This design comes from an exercise in tuning for small area, a short achievable clock period and few clock cycles per item on the open sky130 flow, not from production work. No run shown here included a check of the RTL's function; only the layout flow was run. No activity file was given, so power comes from the tool's default toggle rates.

`flow/flow/run.sh`:
```
#!/bin/bash
# Layout flow: the standard flow (standard.sh, unchanged synthesis and
# steps), except that the port buffers are the platform's smallest buffer
# (buf_1) instead of the default pick; repair_design still resizes them where
# a load needs it.  The full output goes to standard.log in this folder.
set -euo pipefail
export BUFFER_PORTS_ARGS="-buffer_cell sky130_fd_sc_hd__buf_2"
bash standard.sh > standard.log 2>&1
```
`flow/standard.sh`:
```
#!/bin/bash
# synth_recipe.tcl (not shown) runs the flow's synth.tcl, then flattens the netlist and writes it again
# the make line also repeats each setting of config.mk as NAME=value (left out here)
make -C /OpenROAD-flow-scripts/flow DESIGN_CONFIG=/design/flow/config.mk WORK_HOME=/design/flow/orfs CLKGATE_MAP_FILE= SYNTH_SCRIPT=/design/flow/synth_recipe.tcl "${@:-finish}"
```
`flow/config.mk`:
```
export PLATFORM = sky130hd
export DESIGN_NAME = cordic_multiply
export DESIGN_NICKNAME = cordic_multiply
export VERILOG_FILES = /design/flow/design.v
export SDC_FILE = /design/flow/constraint.sdc
export NUM_CORES = 4
export LEC_CHECK = 0
export CAP_MARGIN = 20
export CORE_MARGIN = 2
export CORE_UTILIZATION = 40
export CTS_BUF_LIST = sky130_fd_sc_hd__clkbuf_4
export SETUP_SLACK_MARGIN = 2.5
export SLEW_MARGIN = 20
export SYNTH_HIERARCHICAL = 1
export SYNTH_MINIMUM_KEEP_SIZE = 0
```
`flow/constraint.sdc`:
```
create_clock -name core_clock -period 7.0 [get_ports {clk}]
set_input_delay 1.4000 -clock core_clock [delete_from_list [all_inputs] [get_ports {clk}]]
set_output_delay 1.4000 -clock core_clock [all_outputs]
set_load 0.01 [all_outputs]
```
`flow/design.v`:
```
module cordic_multiply #(
    parameter WL = 16,
    parameter FL = 14,
    parameter N_ITER = 15
)(
    input  wire                 clk,
    input  wire                 rst_n,
    input  wire                 start,
    input  wire signed [WL-1:0] in1,
    input  wire signed [WL-1:0] in2,
    output wire signed [WL-1:0] out,
    output reg                  done
);
    reg  [15:1] ya_r, yb_r;
    reg         c0_r, p16_r;
    wire p1 = ~(in1[0]);
    wire p2 = ~(in1[1]);
    wire p3 = ~(in1[2]);
    wire p4 = ~(in1[3]);
    wire p5 = ~(in1[4]);
    wire p6 = ~(in1[5]);
    wire p7 = ~(in1[6]);
    wire p8 = ~(in1[7]);
    wire p9 = ~(in1[8]);
    wire p10 = ~(in1[9]);
    wire p11 = ~(in1[10]);
    wire p12 = ~(in1[11]);
    wire p13 = ~(in1[12]);
    wire p14 = ~(in1[13]);
    wire p15 = ~(in1[14]);
    wire p16 = ~(~(in1[15]));
    wire p17 = ~(in2[15] & ~in1[0]);
    wire p18 = ~(in2[15]);
    wire p19 = ~(in2[14] & in1[1]);
    wire p20 = ~(in2[13] & in1[2]);
    wire p21 = ~(in2[12] & in1[3]);
    wire p22 = ~(in2[11] & in1[4]);
    wire p23 = ~(in2[10] & in1[5]);
    wire p24 = ~(in2[9] & in1[6]);
    wire p25 = ~(in2[8] & in1[7]);
    wire p26 = ~(in2[7] & in1[8]);
    wire p27 = ~(in2[6] & in1[9]);
    wire p28 = ~(in2[5] & in1[10]);
    wire p29 = ~(in2[4] & in1[11]);
    wire p30 = ~(in2[3] & in1[12]);
    wire p31 = ~(in2[2] & in1[13]);
    wire p32 = ~(~(in2[1] & in1[14]));
    wire p33 = ~(in2[15] & ~in1[1]);
    wire p34 = ~(in2[14] & in1[2]);
    wire p35 = ~(in2[13] & in1[3]);
    wire p36 = ~(in2[12] & in1[4]);
    wire p37 = ~(in2[11] & in1[5]);
    wire p38 = ~(in2[10] & in1[6]);
    wire p39 = ~(in2[9] & in1[7]);
    wire p40 = ~(in2[8] & in1[8]);
    wire p41 = ~(in2[7] & in1[9]);
    wire p42 = ~(in2[6] & in1[10]);
    wire p43 = ~(in2[5] & in1[11]);
    wire p44 = ~(in2[4] & in1[12]);
    wire p45 = ~(in2[3] & in1[13]);
    wire p46 = ~(in2[2] & in1[14]);
    wire p47 = ~(~(in2[1] & in1[15]));
    wire p48 = ~(in2[1] & in1[14]);
    wire p49 = ~(in2[15] & ~in1[2]);
    wire p50 = ~(in2[14] & in1[3]);
    wire p51 = ~(in2[13] & in1[4]);
    wire p52 = ~(in2[12] & in1[5]);
    wire p53 = ~(in2[11] & in1[6]);
    wire p54 = ~(in2[10] & in1[7]);
    wire p55 = ~(in2[9] & in1[8]);
    wire p56 = ~(in2[8] & in1[9]);
    wire p57 = ~(in2[7] & in1[10]);
    wire p58 = ~(in2[6] & in1[11]);
    wire p59 = ~(in2[5] & in1[12]);
    wire p60 = ~(in2[4] & in1[13]);
    wire p61 = ~(in2[3] & in1[14]);
    wire p62 = ~(~(in2[2] & in1[15]));
    wire p63 = ~(in2[15] & ~in1[3]);
    wire p64 = ~(in2[14] & in1[4]);
    wire p65 = ~(in2[13] & in1[5]);
    wire p66 = ~(in2[12] & in1[6]);
    wire p67 = ~(in2[11] & in1[7]);
    wire p68 = ~(in2[10] & in1[8]);
    wire p69 = ~(in2[9] & in1[9]);
    wire p70 = ~(in2[8] & in1[10]);
    wire p71 = ~(in2[7] & in1[11]);
    wire p72 = ~(in2[6] & in1[12]);
    wire p73 = ~(in2[5] & in1[13]);
    wire p74 = ~(in2[4] & in1[14]);
    wire p75 = ~(~(in2[3] & in1[15]));
    wire p76 = ~(in2[15] & ~in1[4]);
    wire p77 = ~(in2[14] & in1[5]);
    wire p78 = ~(in2[13] & in1[6]);
    wire p79 = ~(in2[12] & in1[7]);
    wire p80 = ~(in2[11] & in1[8]);
    wire p81 = ~(in2[10] & in1[9]);
    wire p82 = ~(in2[9] & in1[10]);
    wire p83 = ~(in2[8] & in1[11]);
    wire p84 = ~(in2[7] & in1[12]);
    wire p85 = ~(in2[6] & in1[13]);
    wire p86 = ~(in2[5] & in1[14]);
    wire p87 = ~(~(in2[4] & in1[15]));
    wire p88 = ~(in2[15] & ~in1[5]);
    wire p89 = ~(in2[14] & in1[6]);
    wire p90 = ~(in2[13] & in1[7]);
    wire p91 = ~(in2[12] & in1[8]);
    wire p92 = ~(in2[11] & in1[9]);
    wire p93 = ~(in2[10] & in1[10]);
    wire p94 = ~(in2[9] & in1[11]);
    wire p95 = ~(in2[8] & in1[12]);
    wire p96 = ~(in2[7] & in1[13]);
    wire p97 = ~(in2[6] & in1[14]);
    wire p98 = ~(~(in2[5] & in1[15]));
    wire p99 = ~(in2[15] & ~in1[6]);
    wire p100 = ~(in2[14] & in1[7]);
    wire p101 = ~(in2[13] & in1[8]);
    wire p102 = ~(in2[12] & in1[9]);
    wire p103 = ~(in2[11] & in1[10]);
    wire p104 = ~(in2[10] & in1[11]);
    wire p105 = ~(in2[9] & in1[12]);
    wire p106 = ~(in2[8] & in1[13]);
    wire p107 = ~(in2[7] & in1[14]);
    wire p108 = ~(~(in2[6] & in1[15]));
    wire p109 = ~(in2[15] & ~in1[7]);
    wire p110 = ~(in2[14] & in1[8]);
    wire p111 = ~(in2[13] & in1[9]);
    wire p112 = ~(in2[12] & in1[10]);
    wire p113 = ~(in2[11] & in1[11]);
    wire p114 = ~(in2[10] & in1[12]);
    wire p115 = ~(in2[9] & in1[13]);
    wire p116 = ~(in2[8] & in1[14]);
    wire p117 = ~(~(in2[7] & in1[15]));
    wire p118 = ~(in2[15] & ~in1[8]);
    wire p119 = ~(in2[14] & in1[9]);
    wire p120 = ~(in2[13] & in1[10]);
    wire p121 = ~(in2[12] & in1[11]);
    wire p122 = ~(in2[11] & in1[12]);
    wire p123 = ~(in2[10] & in1[13]);
    wire p124 = ~(in2[9] & in1[14]);
    wire p125 = ~(~(in2[8] & in1[15]));
    wire p126 = ~(in2[15] & ~in1[9]);
    wire p127 = ~(in2[14] & in1[10]);
    wire p128 = ~(in2[13] & in1[11]);
    wire p129 = ~(in2[12] & in1[12]);
    wire p130 = ~(in2[11] & in1[13]);
    wire p131 = ~(in2[10] & in1[14]);
    wire p132 = ~(~(in2[9] & in1[15]));
    wire p133 = ~(in2[15] & ~in1[10]);
    wire p134 = ~(in2[14] & in1[11]);
    wire p135 = ~(in2[13] & in1[12]);
    wire p136 = ~(in2[12] & in1[13]);
    wire p137 = ~(in2[11] & in1[14]);
    wire p138 = ~(~(in2[10] & in1[15]));
    wire p139 = ~(in2[15] & ~in1[11]);
    wire p140 = ~(in2[14] & in1[12]);
    wire p141 = ~(in2[13] & in1[13]);
    wire p142 = ~(in2[12] & in1[14]);
    wire p143 = ~(~(in2[11] & in1[15]));
    wire p144 = ~(in2[15] & ~in1[12]);
    wire p145 = ~(in2[14] & in1[13]);
    wire p146 = ~(in2[13] & in1[14]);
    wire p147 = ~(~(in2[12] & in1[15]));
    wire p148 = ~(in2[15] & ~in1[13]);
    wire p149 = ~(in2[14] & in1[14]);
    wire p150 = ~(~(in2[13] & in1[15]));
    wire p151 = ~(in2[15] & ~in1[14]);
    wire p152 = ~(~(in2[14] & in1[15]));
    wire p153 = ~(in2[15] & ~in1[15]);
    wire p154 = ~(1'b1);
    wire s155, c156;
    cm_fa us155 (.a(p1), .b(p2), .ci(p3), .s(s155), .co(c156));
    wire s157, c158;
    cm_fa us157 (.a(p16), .b(p17), .ci(p18), .s(s157), .co(c158));
    wire s159, c160;
    cm_fa us159 (.a(p19), .b(p20), .ci(p21), .s(s159), .co(c160));
    wire s161, c162;
    cm_fa us161 (.a(p22), .b(p23), .ci(p24), .s(s161), .co(c162));
    wire s163, c164;
    cm_fa us163 (.a(p33), .b(p34), .ci(p35), .s(s163), .co(c164));
    wire s165, c166;
    cm_fa us165 (.a(p36), .b(p37), .ci(p38), .s(s165), .co(c166));
    wire s167, c168;
    cm_fa us167 (.a(p39), .b(p40), .ci(p41), .s(s167), .co(c168));
    wire s169, c170;
    cm_fa us169 (.a(p49), .b(p50), .ci(p51), .s(s169), .co(c170));
    wire s171, c172;
    cm_fa us171 (.a(p52), .b(p53), .ci(p54), .s(s171), .co(c172));
    wire s173, c174;
    cm_fa us173 (.a(p63), .b(p64), .ci(p65), .s(s173), .co(c174));
    wire s175, c176;
    cm_fa us175 (.a(p4), .b(p5), .ci(p6), .s(s175), .co(c176));
    wire s177, c178;
    cm_fa us177 (.a(p7), .b(p8), .ci(p9), .s(s177), .co(c178));
    wire s179, c180;
    cm_fa us179 (.a(p25), .b(p26), .ci(p27), .s(s179), .co(c180));
    wire s181, c182;
    cm_fa us181 (.a(p28), .b(p29), .ci(p30), .s(s181), .co(c182));
    wire s183, c184;
    cm_fa us183 (.a(p31), .b(p32), .ci(c156), .s(s183), .co(c184));
    wire s185, c186;
    cm_fa us185 (.a(p42), .b(p43), .ci(p44), .s(s185), .co(c186));
    wire s187, c188;
    cm_fa us187 (.a(p45), .b(p46), .ci(p47), .s(s187), .co(c188));
    wire s189, c190;
    cm_fa us189 (.a(p48), .b(s163), .ci(s165), .s(s189), .co(c190));
    wire s191, c192;
    cm_fa us191 (.a(s167), .b(c158), .ci(c160), .s(s191), .co(c192));
    wire s193, c194;
    cm_fa us193 (.a(p55), .b(p56), .ci(p57), .s(s193), .co(c194));
    wire s195, c196;
    cm_fa us195 (.a(p58), .b(p59), .ci(p60), .s(s195), .co(c196));
    wire s197, c198;
    cm_fa us197 (.a(p61), .b(p62), .ci(s169), .s(s197), .co(c198));
    wire s199, c200;
    cm_fa us199 (.a(s171), .b(c164), .ci(c166), .s(s199), .co(c200));
    wire s201, c202;
    cm_fa us201 (.a(p66), .b(p67), .ci(p68), .s(s201), .co(c202));
    wire s203, c204;
    cm_fa us203 (.a(p69), .b(p70), .ci(p71), .s(s203), .co(c204));
    wire s205, c206;
    cm_fa us205 (.a(p72), .b(p73), .ci(p74), .s(s205), .co(c206));
    wire s207, c208;
    cm_fa us207 (.a(p75), .b(s173), .ci(c170), .s(s207), .co(c208));
    wire s209, c210;
    cm_fa us209 (.a(p76), .b(p77), .ci(p78), .s(s209), .co(c210));
    wire s211, c212;
    cm_fa us211 (.a(p79), .b(p80), .ci(p81), .s(s211), .co(c212));
    wire s213, c214;
    cm_fa us213 (.a(p82), .b(p83), .ci(p84), .s(s213), .co(c214));
    wire s215, c216;
    cm_fa us215 (.a(p85), .b(p86), .ci(p87), .s(s215), .co(c216));
    wire s217, c218;
    cm_fa us217 (.a(p88), .b(p89), .ci(p90), .s(s217), .co(c218));
    wire s219, c220;
    cm_fa us219 (.a(p91), .b(p92), .ci(p93), .s(s219), .co(c220));
    wire s221, c222;
    cm_fa us221 (.a(p94), .b(p95), .ci(p96), .s(s221), .co(c222));
    wire s223, c224;
    cm_fa us223 (.a(p99), .b(p100), .ci(p101), .s(s223), .co(c224));
    wire s225, c226;
    cm_fa us225 (.a(p102), .b(p103), .ci(p104), .s(s225), .co(c226));
    wire s227, c228;
    cm_fa us227 (.a(p109), .b(p110), .ci(p111), .s(s227), .co(c228));
    wire s229, c230;
    cm_fa us229 (.a(p10), .b(p11), .ci(p12), .s(s229), .co(c230));
    wire s231, c232;
    cm_fa us231 (.a(p13), .b(p14), .ci(p15), .s(s231), .co(c232));
    wire s233, c234;
    cm_fa us233 (.a(c176), .b(c178), .ci(s157), .s(s233), .co(c234));
    wire s235, c236;
    cm_fa us235 (.a(s159), .b(s161), .ci(s179), .s(s235), .co(c236));
    wire s237, c238;
    cm_fa us237 (.a(c162), .b(s185), .ci(s187), .s(s237), .co(c238));
    wire s239, c240;
    cm_fa us239 (.a(c180), .b(c182), .ci(c184), .s(s239), .co(c240));
    wire s241, c242;
    cm_fa us241 (.a(c168), .b(s193), .ci(s195), .s(s241), .co(c242));
    wire s243, c244;
    cm_fa us243 (.a(c186), .b(c188), .ci(s197), .s(s243), .co(c244));
    wire s245, c246;
    cm_fa us245 (.a(s199), .b(c190), .ci(c192), .s(s245), .co(c246));
    wire s247, c248;
    cm_fa us247 (.a(c172), .b(s201), .ci(s203), .s(s247), .co(c248));
    wire s249, c250;
    cm_fa us249 (.a(s205), .b(c194), .ci(c196), .s(s249), .co(c250));
    wire s251, c252;
    cm_fa us251 (.a(s207), .b(c198), .ci(c200), .s(s251), .co(c252));
    wire s253, c254;
    cm_fa us253 (.a(c174), .b(s209), .ci(s211), .s(s253), .co(c254));
    wire s255, c256;
    cm_fa us255 (.a(s213), .b(s215), .ci(c202), .s(s255), .co(c256));
    wire s257, c258;
    cm_fa us257 (.a(c204), .b(c206), .ci(c208), .s(s257), .co(c258));
    wire s259, c260;
    cm_fa us259 (.a(p97), .b(p98), .ci(s217), .s(s259), .co(c260));
    wire s261, c262;
    cm_fa us261 (.a(s219), .b(s221), .ci(c210), .s(s261), .co(c262));
    wire s263, c264;
    cm_fa us263 (.a(c212), .b(c214), .ci(c216), .s(s263), .co(c264));
    wire s265, c266;
    cm_fa us265 (.a(p105), .b(p106), .ci(p107), .s(s265), .co(c266));
    wire s267, c268;
    cm_fa us267 (.a(p108), .b(s223), .ci(s225), .s(s267), .co(c268));
    wire s269, c270;
    cm_fa us269 (.a(c218), .b(c220), .ci(c222), .s(s269), .co(c270));
    wire s271, c272;
    cm_fa us271 (.a(p112), .b(p113), .ci(p114), .s(s271), .co(c272));
    wire s273, c274;
    cm_fa us273 (.a(p115), .b(p116), .ci(p117), .s(s273), .co(c274));
    wire s275, c276;
    cm_fa us275 (.a(s227), .b(c224), .ci(c226), .s(s275), .co(c276));
    wire s277, c278;
    cm_fa us277 (.a(p118), .b(p119), .ci(p120), .s(s277), .co(c278));
    wire s279, c280;
    cm_fa us279 (.a(p121), .b(p122), .ci(p123), .s(s279), .co(c280));
    wire s281, c282;
    cm_fa us281 (.a(p124), .b(p125), .ci(c228), .s(s281), .co(c282));
    wire s283, c284;
    cm_fa us283 (.a(p126), .b(p127), .ci(p128), .s(s283), .co(c284));
    wire s285, c286;
    cm_fa us285 (.a(p129), .b(p130), .ci(p131), .s(s285), .co(c286));
    wire s287, c288;
    cm_fa us287 (.a(p133), .b(p134), .ci(p135), .s(s287), .co(c288));
    wire s289, c290;
    cm_fa us289 (.a(s155), .b(s175), .ci(s177), .s(s289), .co(c290));
    wire s291, c292;
    cm_fa us291 (.a(c230), .b(c232), .ci(s181), .s(s291), .co(c292));
    wire s293, c294;
    cm_fa us293 (.a(s183), .b(s233), .ci(s235), .s(s293), .co(c294));
    wire s295, c296;
    cm_fa us295 (.a(s189), .b(s191), .ci(s237), .s(s295), .co(c296));
    wire s297, c298;
    cm_fa us297 (.a(c234), .b(c236), .ci(s239), .s(s297), .co(c298));
    wire s299, c300;
    cm_fa us299 (.a(s241), .b(c238), .ci(c240), .s(s299), .co(c300));
    wire s301, c302;
    cm_fa us301 (.a(s243), .b(s245), .ci(1'b1), .s(s301), .co(c302));
    wire s303, c304;
    cm_fa us303 (.a(s247), .b(s249), .ci(c242), .s(s303), .co(c304));
    wire s305, c306;
    cm_fa us305 (.a(s251), .b(c244), .ci(c246), .s(s305), .co(c306));
    wire s307, c308;
    cm_fa us307 (.a(s253), .b(s255), .ci(c248), .s(s307), .co(c308));
    wire s309, c310;
    cm_fa us309 (.a(c250), .b(s257), .ci(c252), .s(s309), .co(c310));
    wire s311, c312;
    cm_fa us311 (.a(s259), .b(s261), .ci(s263), .s(s311), .co(c312));
    wire s313, c314;
    cm_fa us313 (.a(c254), .b(c256), .ci(c258), .s(s313), .co(c314));
    wire s315, c316;
    cm_fa us315 (.a(s265), .b(s267), .ci(s269), .s(s315), .co(c316));
    wire s317, c318;
    cm_fa us317 (.a(c260), .b(c262), .ci(c264), .s(s317), .co(c318));
    wire s319, c320;
    cm_fa us319 (.a(s271), .b(s273), .ci(c266), .s(s319), .co(c320));
    wire s321, c322;
    cm_fa us321 (.a(s275), .b(c268), .ci(c270), .s(s321), .co(c322));
    wire s323, c324;
    cm_fa us323 (.a(s277), .b(s279), .ci(c272), .s(s323), .co(c324));
    wire s325, c326;
    cm_fa us325 (.a(c274), .b(s281), .ci(c276), .s(s325), .co(c326));
    wire s327, c328;
    cm_fa us327 (.a(p132), .b(s283), .ci(s285), .s(s327), .co(c328));
    wire s329, c330;
    cm_fa us329 (.a(c278), .b(c280), .ci(c282), .s(s329), .co(c330));
    wire s331, c332;
    cm_fa us331 (.a(p136), .b(p137), .ci(p138), .s(s331), .co(c332));
    wire s333, c334;
    cm_fa us333 (.a(s287), .b(c284), .ci(c286), .s(s333), .co(c334));
    wire s335, c336;
    cm_fa us335 (.a(p139), .b(p140), .ci(p141), .s(s335), .co(c336));
    wire s337, c338;
    cm_fa us337 (.a(p142), .b(p143), .ci(c288), .s(s337), .co(c338));
    wire s339, c340;
    cm_fa us339 (.a(p144), .b(p145), .ci(p146), .s(s339), .co(c340));
    wire s341, c342;
    cm_fa us341 (.a(c292), .b(s295), .ci(c294), .s(s341), .co(c342));
    wire s343, c344;
    cm_fa us343 (.a(c296), .b(s299), .ci(c298), .s(s343), .co(c344));
    wire s345, c346;
    cm_fa us345 (.a(s303), .b(c300), .ci(c302), .s(s345), .co(c346));
    wire s347, c348;
    cm_fa us347 (.a(s307), .b(c304), .ci(s309), .s(s347), .co(c348));
    wire s349, c350;
    cm_fa us349 (.a(s311), .b(c308), .ci(s313), .s(s349), .co(c350));
    wire s351, c352;
    cm_fa us351 (.a(s315), .b(s317), .ci(c312), .s(s351), .co(c352));
    wire s353, c354;
    cm_fa us353 (.a(s319), .b(s321), .ci(c316), .s(s353), .co(c354));
    wire s355, c356;
    cm_fa us355 (.a(s323), .b(c320), .ci(s325), .s(s355), .co(c356));
    wire s357, c358;
    cm_fa us357 (.a(s327), .b(c324), .ci(s329), .s(s357), .co(c358));
    wire s359, c360;
    cm_fa us359 (.a(s331), .b(s333), .ci(c328), .s(s359), .co(c360));
    wire s361, c362;
    cm_fa us361 (.a(s335), .b(c332), .ci(s337), .s(s361), .co(c362));
    wire s363, c364;
    cm_fa us363 (.a(p147), .b(s339), .ci(c336), .s(s363), .co(c364));
    wire s365, c366;
    cm_fa us365 (.a(p148), .b(p149), .ci(p150), .s(s365), .co(c366));
    wire s367, c368;
    cm_fa us367 (.a(s229), .b(s231), .ci(s289), .s(s367), .co(c368));
    wire s369, c370;
    cm_fa us369 (.a(c290), .b(s291), .ci(s293), .s(s369), .co(c370));
    wire s371, c372;
    cm_fa us371 (.a(s297), .b(s341), .ci(1'b1), .s(s371), .co(c372));
    wire s373, c374;
    cm_fa us373 (.a(s301), .b(c342), .ci(s343), .s(s373), .co(c374));
    wire s375, c376;
    cm_fa us375 (.a(s305), .b(c344), .ci(s345), .s(s375), .co(c376));
    wire s377, c378;
    cm_fa us377 (.a(c306), .b(c346), .ci(s347), .s(s377), .co(c378));
    wire s379, c380;
    cm_fa us379 (.a(c310), .b(s349), .ci(c348), .s(s379), .co(c380));
    wire s381, c382;
    cm_fa us381 (.a(c314), .b(s351), .ci(c350), .s(s381), .co(c382));
    wire s383, c384;
    cm_fa us383 (.a(c318), .b(s353), .ci(c352), .s(s383), .co(c384));
    wire s385, c386;
    cm_fa us385 (.a(c322), .b(s355), .ci(c354), .s(s385), .co(c386));
    wire s387, c388;
    cm_fa us387 (.a(c326), .b(s357), .ci(c356), .s(s387), .co(c388));
    wire s389, c390;
    cm_fa us389 (.a(c330), .b(s359), .ci(c358), .s(s389), .co(c390));
    wire s391, c392;
    cm_fa us391 (.a(c334), .b(s361), .ci(c360), .s(s391), .co(c392));
    wire s393, c394;
    cm_fa us393 (.a(c338), .b(s363), .ci(c362), .s(s393), .co(c394));
    wire s395, c396;
    cm_fa us395 (.a(c340), .b(s365), .ci(c364), .s(s395), .co(c396));
    wire s397, c398;
    cm_fa us397 (.a(p151), .b(p152), .ci(c366), .s(s397), .co(c398));
    wire s399, c400;
    cm_fa us399 (.a(p153), .b(p154), .ci(1'b1), .s(s399), .co(c400));
    wire [16:0] ya = {s399, s397, s395, s393, s391, s389, s387, s385, s383, s381, s379, s377, s375, s373, s371, s369, s367};
    wire [16:0] yb = {c398, c396, c394, c392, c390, c388, c386, c384, c382, c380, c378, c376, c374, c372, c370, c368, 1'b1};
    wire        cy0 = ya[0] | yb[0];        
    wire        sx16 = ~(ya[16] ^ yb[16]);  
    always @(posedge clk) begin
        ya_r  <= ya[15:1];
        yb_r  <= yb[15:1];
        c0_r  <= cy0;
        p16_r <= sx16;
    end
    wire [16:0] sum = {p16_r, ya_r, 1'b1} + {1'b1, yb_r, c0_r};
    assign out = ~sum[16:1];
    always @(posedge clk or negedge rst_n)
        if (!rst_n) done <= 1'b0;
        else        done <= start;
endmodule
module cm_han (
    input  wire a,
    input  wire b,
    output wire s,
    output wire co
);
    assign s  = ~(a ^ b);
    assign co = a | b;
endmodule
module cm_fa (
    input  wire a,
    input  wire b,
    input  wire ci,
    output wire s,
    output wire co
);
    assign s  = a ^ b ^ ci;
    assign co = (a & b) | (a & ci) | (b & ci);
endmodule
```
==> impl_metrics.yaml, run 1 <==
run_status:
  outcome: "timing/DRC/antenna clean"
grt:
  grt_max_degree: 18
  antenna_found_initial: 0
  grt_overflow: 0
  grt_pass1_wl_um: 18300
  grt_pass1_vias: 3568
  track_usage_pct: 18.9
cts:
  cts_setup_buffers: 0
  post_cts_resize_count: 0
  cts.clk_slew.worst_paths_ps: 90
  root_buffer: "clkbuf_4"
  holdBufCountCts: 0
  clockBufferDepth: 2
  cts_tree: "done"
  cts_sinks: 32
  htreeDepth: 2
  cts_inserted_buffers: 5
power:
  p_total_w: 0.00209
  leakage_nw: 2.03
  power_density_nw_per_um2: 414
  ir_worst_vdd_uv: 341
routing:
  vias_per_cell: 5.21
  wl_um: 11000
  drtPass1Iterations: 5
  routed-via-count: 3212
  final_antenna_net_count: 0
  drtIter0Drc: 249
  wire_per_inst_um: 17.8
  drc_errors: 0
die:
  die_h_um: 112
  pin_count: 52
  core_area_um2: 11400
  rows: 39
  start_util_pct: 40.7
  dieArea_um2: 12400
  dieWidth_um: 112
flow_run:
  max_cap_violations: 0
critical_path:
  crit_arrival_ps: 4620
  path_class: "input pin to register"
  crit_fanout: 17
  critPathLaunchType: "input pin"
  worstPathRequired_ps: 7200
  endpoint_kind: "register"
  crit_path_max_incr_delay_ps: 580
  crit_path_frequent_cell: "fa_1"
  slowest_stage: "fa_1"
  crit_chain: "clkbuf_4 > nand2_1 > fa_1 > fa_1 > fa_2 > fa_1 > fa_1 > fa_1"
sta:
  finalMaxSlewViolations: 0
  fin_crit_sh_pct: 63.1
  setup_viol: 0
  hold_viol_final: 0
  max_freq_ghz: 0.227
  rsz0062_at_grt: "no"
  min_period_ps: 4410
  setup-tns-final_ps: 0
logic_synthesis:
  synth_area_leader_cell: "fa_1"
  syn_inst: 436
  synth_area_leaders: "fa_1 (54%), dfxtp_1 (13%), nand2_1 (10%)"
  synth_edf_count: 0
  yosysWarnings: 7
  synth-async-reset-ratio_pct: 3.13
  yosysMostFrequentCell: "nand2_1"
  synth_top_area_share_pct: 53.7
  ys_seq_area_share_pct: 14.0
  ys_seq_elements: 32
  synth_common_cells: "nand2_1 (128), fa_1 (124), dfxtp_1 (31)"
  netlist_area_um2: 4620
  syn_avg_cell_area_um2: 10.6
  synth_top_flop_cell: "dfxtp_1"
  synth_cell_types: 39
placed_design:
  gp_congestion: 0.819
  io_buffers: 50
  dp_hpwl_um: 9090
finish:
  drive_gt1_share_pct: 14.1
  finalNetCount: 648
  syn2layout_area_growth_pct: 9.01
  num_antenna_cells: 0
  fillers: 1109
hold_path:
  min_path_type: "input pin to asynchronous set/reset pin"
worst max path at each step:
stage	depth (start not counted)	slack, ps	end	start
final	8	2590	ya_r[5]	in2[15]
after CTS	8	2540	ya_r[4]	in2[15]
after floorplan	8	2490	ya_r[4]	in2[15]
after global routing	9	2510	ya_r[5]	in1[3]
after global placement	8	2220	ya_r[6]	in2[15]
after detailed placement	8	2180	ya_r[5]	in2[15]
cell families (layout without fill, tap and decap cells):
logic type / Yosys count / after routing / share of synthesized area (%)
and+or+nand+nor: 165 / 165 / 15.0
DFF: 32 / 32 / 14.0
xor gates and xnor gates: 14 / 14 / 2.65
AOI/OAI and AO/OA: 40 / 40 / 6.55
other: 2 / 4 / 0.162
buffers and inverters: 43 / 79 / 3.71
adders and majority gates: 140 / 140 / 58.0
modules after synthesis (local to each module, per instance):
module | area [µm²] | copies in the design
cordic_multiply | 2160 | 1
cm_fa | 20.0 | 123
placed cells by master, fill, tap and decap left out, drive strengths merged:
master,count
a311o,1
buf,47
inv,21
and2,17
nor2,4
o31ai,1
a21oi,8
nor3,2
xnor2,9
o21ai,9
o2111ai,3
o211ai,2
nand2b,2
nand3,6
a221oi,1
o2111a,1
a21o,6
a31oi,1
nor2b,1
a211oi,1
conb,4
xor2,5
dfrtp,1
o211a,1
and3,3
nand4,2
a211o,1
nand2,128
clkbuf,10
fa,124
a31o,1
ha,16
dfxtp,31
a22oi,1
clkinv,1
a21boi,2
routing by layer:
metal	track usage [%]	wire length, µm
met5	0	0
met4	5.19	168
met3	2.61	548
met2	29.3	5090
met1	28.1	5140
worst max-delay path, delay by kind of cell:
| family | cells | cell delay (ps) |
|---|---|---|
| adder cells (fa/ha/maj) | 6 | 2880 |
| buffers and inverters | 1 | 220 |
| AND/OR/NAND/NOR | 1 | 110 |
registers in the layout, summed over array words and instances (netlist names):
register / cells
ya_r: 15
yb_r: 15
done: 1
p16_r: 1
area by class of cell:
type	instances	area, µm²	share of cell area [%]
Clock inverter	1	5.00	0.0993
Clock buffer	7	52.6	1.04
Timing Repair Buffer	50	258	5.11
Inverter	21	78.8	1.56
Multi-Input combinational cell	363	3820	75.8
Tap cell	143	179	3.55
Sequential cell	32	646	12.8
stage by stage:
step | hold slack, ps | util (%) | worst slack, ps | instances | instance area (µm²)
5_1_grt | 796 | 44.3 | 2510 | 617 | 5040
2_1_floorplan | 1100 | - | 2490 | 438 | 4660
3_5_place_dp | 1170 | 43.8 | 2180 | 609 | 4980
4_1_cts | 807 | 44.3 | 2540 | 617 | 5030
6_report | 833 | 44.3 | 2590 | 617 | 5040
3_3_place_gp | 1170 | 43.8 | 2220 | 609 | 4980
power breakdown:
| group | internal [W] | switching, W | total, W |
|---|---|---|---|
| Sequential | 0.000284 | 0.0000314 | 0.000315 |
| Clock | 0.0000468 | 0.0000539 | 0.000101 |
| Combinational | 0.000741 | 0.000932 | 0.00167 |
==> inputs of run 2 (changes only) <==
--- a/flow/flow/run.sh
+++ b/flow/flow/run.sh
@@ -5,4 +5,4 @@
 # a load needs it.  The full output goes to standard.log in this folder.
 set -euo pipefail
-export BUFFER_PORTS_ARGS="-buffer_cell sky130_fd_sc_hd__buf_2"
+export BUFFER_PORTS_ARGS="-buffer_cell sky130_fd_sc_hd__buf_1"
 bash standard.sh > standard.log 2>&1
==> run 2 against run 1 <==
Net effect:
- setup slack got worse by 25 ps
- critical path depth did not move
- sequential power barely moved
- global-route usage barely moved
- first-iteration DRC count rose by 15%
==> impl_metrics.yaml, run 2 <==
run_status:
  outcome: "timing/DRC/antenna clean"
logic_synthesis:
  yosysMostFrequentCell: "nand2_1"
  synth_top_flop_cell: "dfxtp_1"
  ys_seq_elements: 32
  ys_seq_area_share_pct: 14.0
  synth_edf_count: 0
  synth_area_leader_cell: "fa_1"
  synth-async-reset-ratio_pct: 3.13
  synth_area_leaders: "fa_1 (54%), dfxtp_1 (13%), nand2_1 (10%)"
  syn_inst: 436
  syn_avg_cell_area_um2: 10.6
  synth_cell_types: 39
  synth_common_cells: "nand2_1 (128), fa_1 (124), dfxtp_1 (31)"
  yosysWarnings: 7
  netlist_area_um2: 4620
  synth_top_area_share_pct: 53.7
cts:
  cts_inserted_buffers: 5
  cts_setup_buffers: 0
  clockBufferDepth: 2
  cts.clk_slew.worst_paths_ps: 90
  cts_sinks: 32
  cts_tree: "done"
  root_buffer: "clkbuf_4"
  htreeDepth: 2
finish:
  syn2layout_area_growth_pct: 7.95
  drive_gt1_share_pct: 6.75
  finalNetCount: 648
  final_common_cell: "nand2_1"
  reg.largest.list: "ya_r: 15 flops, yb_r: 15 flops"
  num_antenna_cells: 0
  mostFrequentLayoutCells: "nand2_1 (128), fa_1 (121), buf_1 (33)"
power:
  leakage_nw: 1.94
  ir_worst_vdd_uv: 330
  power_density_nw_per_um2: 406
sta:
  setup_viol: 0
  setup-tns-final_ps: 0
  hold_viol_final: 0
  max_freq_ghz: 0.225
  fin_hold_ws_ps: 822
  rsz0062_at_grt: "no"
  finalMaxSlewViolations: 0
  min_period_ps: 4440
  fin_crit_sh_pct: 63.4
critical_path:
  critical_path.startpoint: "in2[14]"
  crit_fanout: 15
  critPathLaunchType: "input pin"
  crit_arrival_ps: 4630
  worstPathRequired_ps: 7190
  cp-endpoint: "ya_r[4]"
  crit_chain: "buf_2 > nand2_1 > fa_1 > fa_1 > fa_1 > fa_2 > fa_1 > fa_1"
  cp_num_buf_inv: 1
  endpoint_kind: "register"
  slowest_stage: "fa_1"
  path_class: "input pin to register"
  crit_path_frequent_cell: "fa_1"
  crit_family: "adder cells"
  cp.depth: 8
  crit_path_max_incr_delay_ps: 550
grt:
  grt_max_degree: 18
  grt_overflow: 0
  track_usage_pct: 18.8
  grt_pass1_wl_um: 18600
  grt_pass1_vias: 3574
  antenna_found_initial: 0
routing:
  vias_per_cell: 5.25
  wl_um: 11000
  routed-via-count: 3239
  wire_per_inst_um: 17.8
  drtPass1Iterations: 4
  drc_errors: 0
  drtIter0Drc: 286
  final_antenna_net_count: 0
die:
  die_h_um: 112
  core_area_um2: 11400
  start_util_pct: 40.7
  dieArea_um2: 12400
  pin_count: 52
  rows: 39
  dieWidth_um: 112
placed_design:
  dp_hpwl_um: 9030
  gp_congestion: 0.829
  io_buffers: 50
flow_run:
  max_cap_violations: 0
hold_path:
  min_path_type: "input pin to asynchronous set/reset pin"
run 2: final cells by class:
type / instances / area (µm²)
inverter: 21 / 78.8
clock inverter: 2 / 7.51
tap: 143 / 179
timing repair buffer: 50 / 214
sequential: 32 / 646
clock buffer: 6 / 45.0
fill: 1113 / 6380
multi-input combinational: 363 / 3820
run 2: worst min-delay path by stage:
stage | start | endpoint | slack (ps) | cells after the start
2_1_floorplan | rst_n | done | 1100 | 0
3_3_place_gp | rst_n | done | 1160 | 1
3_5_place_dp | rst_n | done | 1160 | 1
5_1_grt | rst_n | done | 800 | 1
4_1_cts | rst_n | done | 800 | 1
6_report | rst_n | done | 820 | 1
run 2: report_power, final:
group,total (W),leakage (nW),switching (W),internal [W]
Sequential,0.000314,0.273,0.0000297,0.000284
Combinational,0.00162,1.63,0.000928,0.000689
Clock,0.0000943,0.0307,0.0000534,0.0000410
run 2: timing repair:
action	in CTS	in global routing
pin swaps	0	0
gates resized for setup	12	7
endpoints found under the setup margin	10	8
hold buffers	0	0
run 2: layer usage:
layer / part of all wire, % / track usage (%) / vias to the layer above / wire length, µm
met5: 0 / 0 / - / 0
met4: 2.0 / 5.68 / 0 / 217
met3: 6.1 / 2.99 / 19 / 667
met2: 46 / 28.8 / 141 / 5030
met1: 46 / 28.0 / 1655 / 5050
li1: - / - / 1424 / -
run 2: cells by family after synthesis:
logic type / Yosys count / synth area share [%]
buf+inv: 43 / 3.71
fa+ha+maj: 140 / 58.0
simple gates: 165 / 15.0
other cells: 2 / 0.162
xor+xnor: 14 / 2.65
compound gates: 40 / 6.55
flops: 32 / 14.0
run 2: modules after synthesis, one instance, submodules excluded:
module / times used / area, µm² / cells / flops+latches
cm_fa: 123 / 20.0 / 1 / 0
cordic_multiply: 1 / 2160 / 313 / 32
run 2: stage by stage:
stage / instances / cell area (µm²) / setup slack, ps / total power [W] / utilization, %
2_1_floorplan: 438 / 4660 / 2490 / 0.00146 / -
3_3_place_gp: 609 / 4910 / 1910 / 0.00189 / 43.2
3_5_place_dp: 609 / 4910 / 1870 / 0.00193 / 43.2
4_1_cts: 617 / 4980 / 2530 / 0.00203 / 43.8
5_1_grt: 617 / 4990 / 2500 / 0.00225 / 43.9
6_report: 617 / 4990 / 2560 / 0.00202 / 43.9
==> inputs of run 3 (changes only) <==
--- a/flow/config.mk
+++ b/flow/config.mk
@@ -10,5 +10,5 @@
 export CORE_UTILIZATION = 40
 export CTS_BUF_LIST = sky130_fd_sc_hd__clkbuf_4
-export SETUP_SLACK_MARGIN = 2.5
+export SETUP_SLACK_MARGIN = 2.8
 export SLEW_MARGIN = 20
 export SYNTH_HIERARCHICAL = 1
==> run 3 against run 2 <==
Net effect:
- still clean
- global-route usage rose by 0.15 points
- clock power grew 38%
- count of clock-buffer cells in the layout fell by 1
- setup slack better by 160 ps
- area after synthesis unchanged
- first-iteration DRC count shrank 17%
- critical path type unchanged
- largest power group unchanged
==> impl_metrics.yaml, run 3 <==
grt:
  track_usage_pct: 19.0
  grt_overflow: 0
  grt_max_degree: 17
  antenna_found_initial: 1
  grt_pass1_vias: 3603
  grt_pass1_wl_um: 18500
sta:
  hold_viol_final: 0
  fin_crit_sh_pct: 61.2
  rsz0062_at_grt: "yes"
  setup-tns-final_ps: 0
  max_freq_ghz: 0.234
  finalMaxSlewViolations: 0
  setup_viol: 0
  min_period_ps: 4280
critical_path:
  crit_arrival_ps: 4490
  critPathLaunchType: "input pin"
  path_class: "input pin to register"
  endpoint_kind: "register"
  critical_path.startpoint: "in1[7]"
  crit_fanout: 8
  worstPathRequired_ps: 7210
cts:
  cts_tree: "done"
  cts.clk_slew.worst_paths_ps: 100
  htreeDepth: 2
  cts_sinks: 32
  clockBufferDepth: 2
  holdBufCountCts: 0
  cts_inserted_buffers: 5
  root_buffer: "clkbuf_4"
routing:
  drtPass1Iterations: 4
  routed-via-count: 3239
  final_antenna_net_count: 0
  wire_per_inst_um: 17.9
  vias_per_cell: 5.15
  drtIter0Drc: 238
  wl_um: 11200
  drc_errors: 0
placed_design:
  dp_hpwl_um: 9140
  dpl_cell_area_um2: 4940
  io_buffers: 50
  placed_cells: 609
  gp_congestion: 0.867
power:
  switchingPower_w: 0.00101
  power_density_nw_per_um2: 394
  p_total_w: 0.00207
  leakage_nw: 2.06
  power_frac_comb_pct: 78.5
  p_int_w: 0.00106
  clkPwrFrac_pct: 6.3
  seq_power_share_pct: 15.2
  ir_worst_vdd_uv: 311
  p_sw_share_pct: 48.8
die:
  rows: 39
  dieWidth_um: 112
  start_util_pct: 40.7
  die_h_um: 112
  pin_count: 52
  core_area_um2: 11400
  dieArea_um2: 12400
finish:
  mostFrequentLayoutCells: "nand2_1 (124), fa_1 (113), dfxtp_1 (31)"
  fin_cells: 629
  syn2layout_area_growth_pct: 13.7
  fin_area_um2: 5260
  finalNetCount: 659
  final_common_cell: "nand2_1"
  reg.largest.list: "ya_r: 15 flops, yb_r: 15 flops"
  drive_gt1_share_pct: 13.0
logic_synthesis:
  synth_common_cells: "nand2_1 (128), fa_1 (124), dfxtp_1 (31)"
  synth_cell_types: 39
  netlist_area_um2: 4620
  synth_top_flop_cell: "dfxtp_1"
  ys_seq_elements: 32
  synth_top_area_share_pct: 53.7
  yosysMostFrequentCell: "nand2_1"
  synth_area_leaders: "fa_1 (54%), dfxtp_1 (13%), nand2_1 (10%)"
  yosysWarnings: 7
  ys_seq_area_share_pct: 14.0
  synth_edf_count: 0
  syn_avg_cell_area_um2: 10.6
  syn_inst: 436
  synth_area_leader_cell: "fa_1"
  synth-async-reset-ratio_pct: 3.13
run_status:
  outcome: "timing/DRC/antenna clean"
flow_run:
  max_cap_violations: 0
hold_path:
  min_path_type: "input pin to asynchronous set/reset pin"
## run 3: changes by cell type in the layout (fill, tap and decap cells not counted), sizes merged
cell | previous run | this run
buf | 43 | 54
clkbuf | 13 | 12
diode | 0 | 1
bufinv | 0 | 1
## run 3: final timing paths
kind | end
max | ya_r[4]
min | done
max in group asynchronous | done
min in group core_clock | done
## run 3: layout make-up
class	count	area [µm²]
fill	1069	6110
clock inverter	3	37.5
inverter	21	81.3
timing repair buffer	61	413
sequential	32	646
tap	143	179
multi-input combinational	363	3860
clock buffer	5	37.5
antenna	1	2.50
## run 3: what timing repair did
item	4_1_cts	5_1_grt
setup buffers	11	0
pin swaps	10	3
setup endpoints to repair	19	5
gates resized for setup	68	8
## run 3: kinds of logic after synthesis
family	Yosys count	share of synthesized area, %
AOI/OAI and AO/OA	40	6.55
xor gates and xnor gates	14	2.65
adders and majority gates	140	58.0
buffers and inverters	43	3.71
DFF	32	14.0
other	2	0.162
and+or+nand+nor	165	15.0
## run 3: routing by layer
| layer | track usage [%] | up-vias | share of wire [%] |
|---|---|---|---|
| met2 | 31.6 | 128 | 48 |
| met4 | 6.58 | 0 | 2.3 |
| met1 | 26.6 | 1639 | 43 |
| met3 | 1.52 | 16 | 5.9 |
| met5 | 0 | - | 0 |
| li1 | - | 1456 | - |
## run 3: critical path, cell delays in order
cell and delay [ps]:
buf_4 150, nand2_1 90, fa_1 510, fa_2 560, fa_1 450, fa_2 380
fa_1 540, fa_1 420
## run 3: stage by stage
step | hold slack, ps | setup slack (ps) | util (%)
floorplan | 1100 | 2600 | -
global placement | 1160 | 1760 | 43.4
detailed placement | 1170 | 1700 | 43.4
CTS | 813 | 2700 | 46.1
global route | 814 | 2680 | 46.3
finish | 830 | 2720 | 46.3
## run 3: Yosys stat by module (local to each module, per instance)
module | cell area, µm² | times used | flops+latches
cm_fa | 20.0 | 123 | 0
cordic_multiply | 2160 | 1 | 32
## run 3: power by group through the flow
stage	combinational [W]	sequential [W]	clock, W
after floorplan	0.00115	0.000310	0
after global placement	0.00159	0.000319	0
after detailed placement	0.00161	0.000321	0
after CTS	0.00163	0.000317	0.000134
after global routing	0.00184	0.000326	0.000145
final	0.00163	0.000315	0.000130

-- afterwards: timing with drivers on the ports --
No port has a modelled driver above. Below, the same layouts with a new extraction and two added sets of constraints. Step 1 assumes that a clkbuf_16 drives the clock port and a buf_2 every other input. Step 2 moves the port delays by t, midway between the first and last clock arrival at a register: inputs arrive t later, outputs are due t later. That takes back most of the time a late clock gives input paths. a / b / c = ideal / step 1 / step 2; a / b = the first two.
| run | t, ns | setup slack, ns | worst slew at a driven data input, ns |
|---|---|---|---|
| run 1 | 0.338 | 2.585 / 2.559 / 2.222 | 0.05 |
| run 2 | 0.335 | 2.560 / 2.531 / 2.196 | 0.05 |
| run 3 | 0.344 | 2.719 / 2.714 / 2.370 | 0.06 |
After both steps every run listed still meets setup and hold. The setup slack of run 2, which loses most, moves by -0.029 ns with the drivers and by -0.364 ns with both steps.
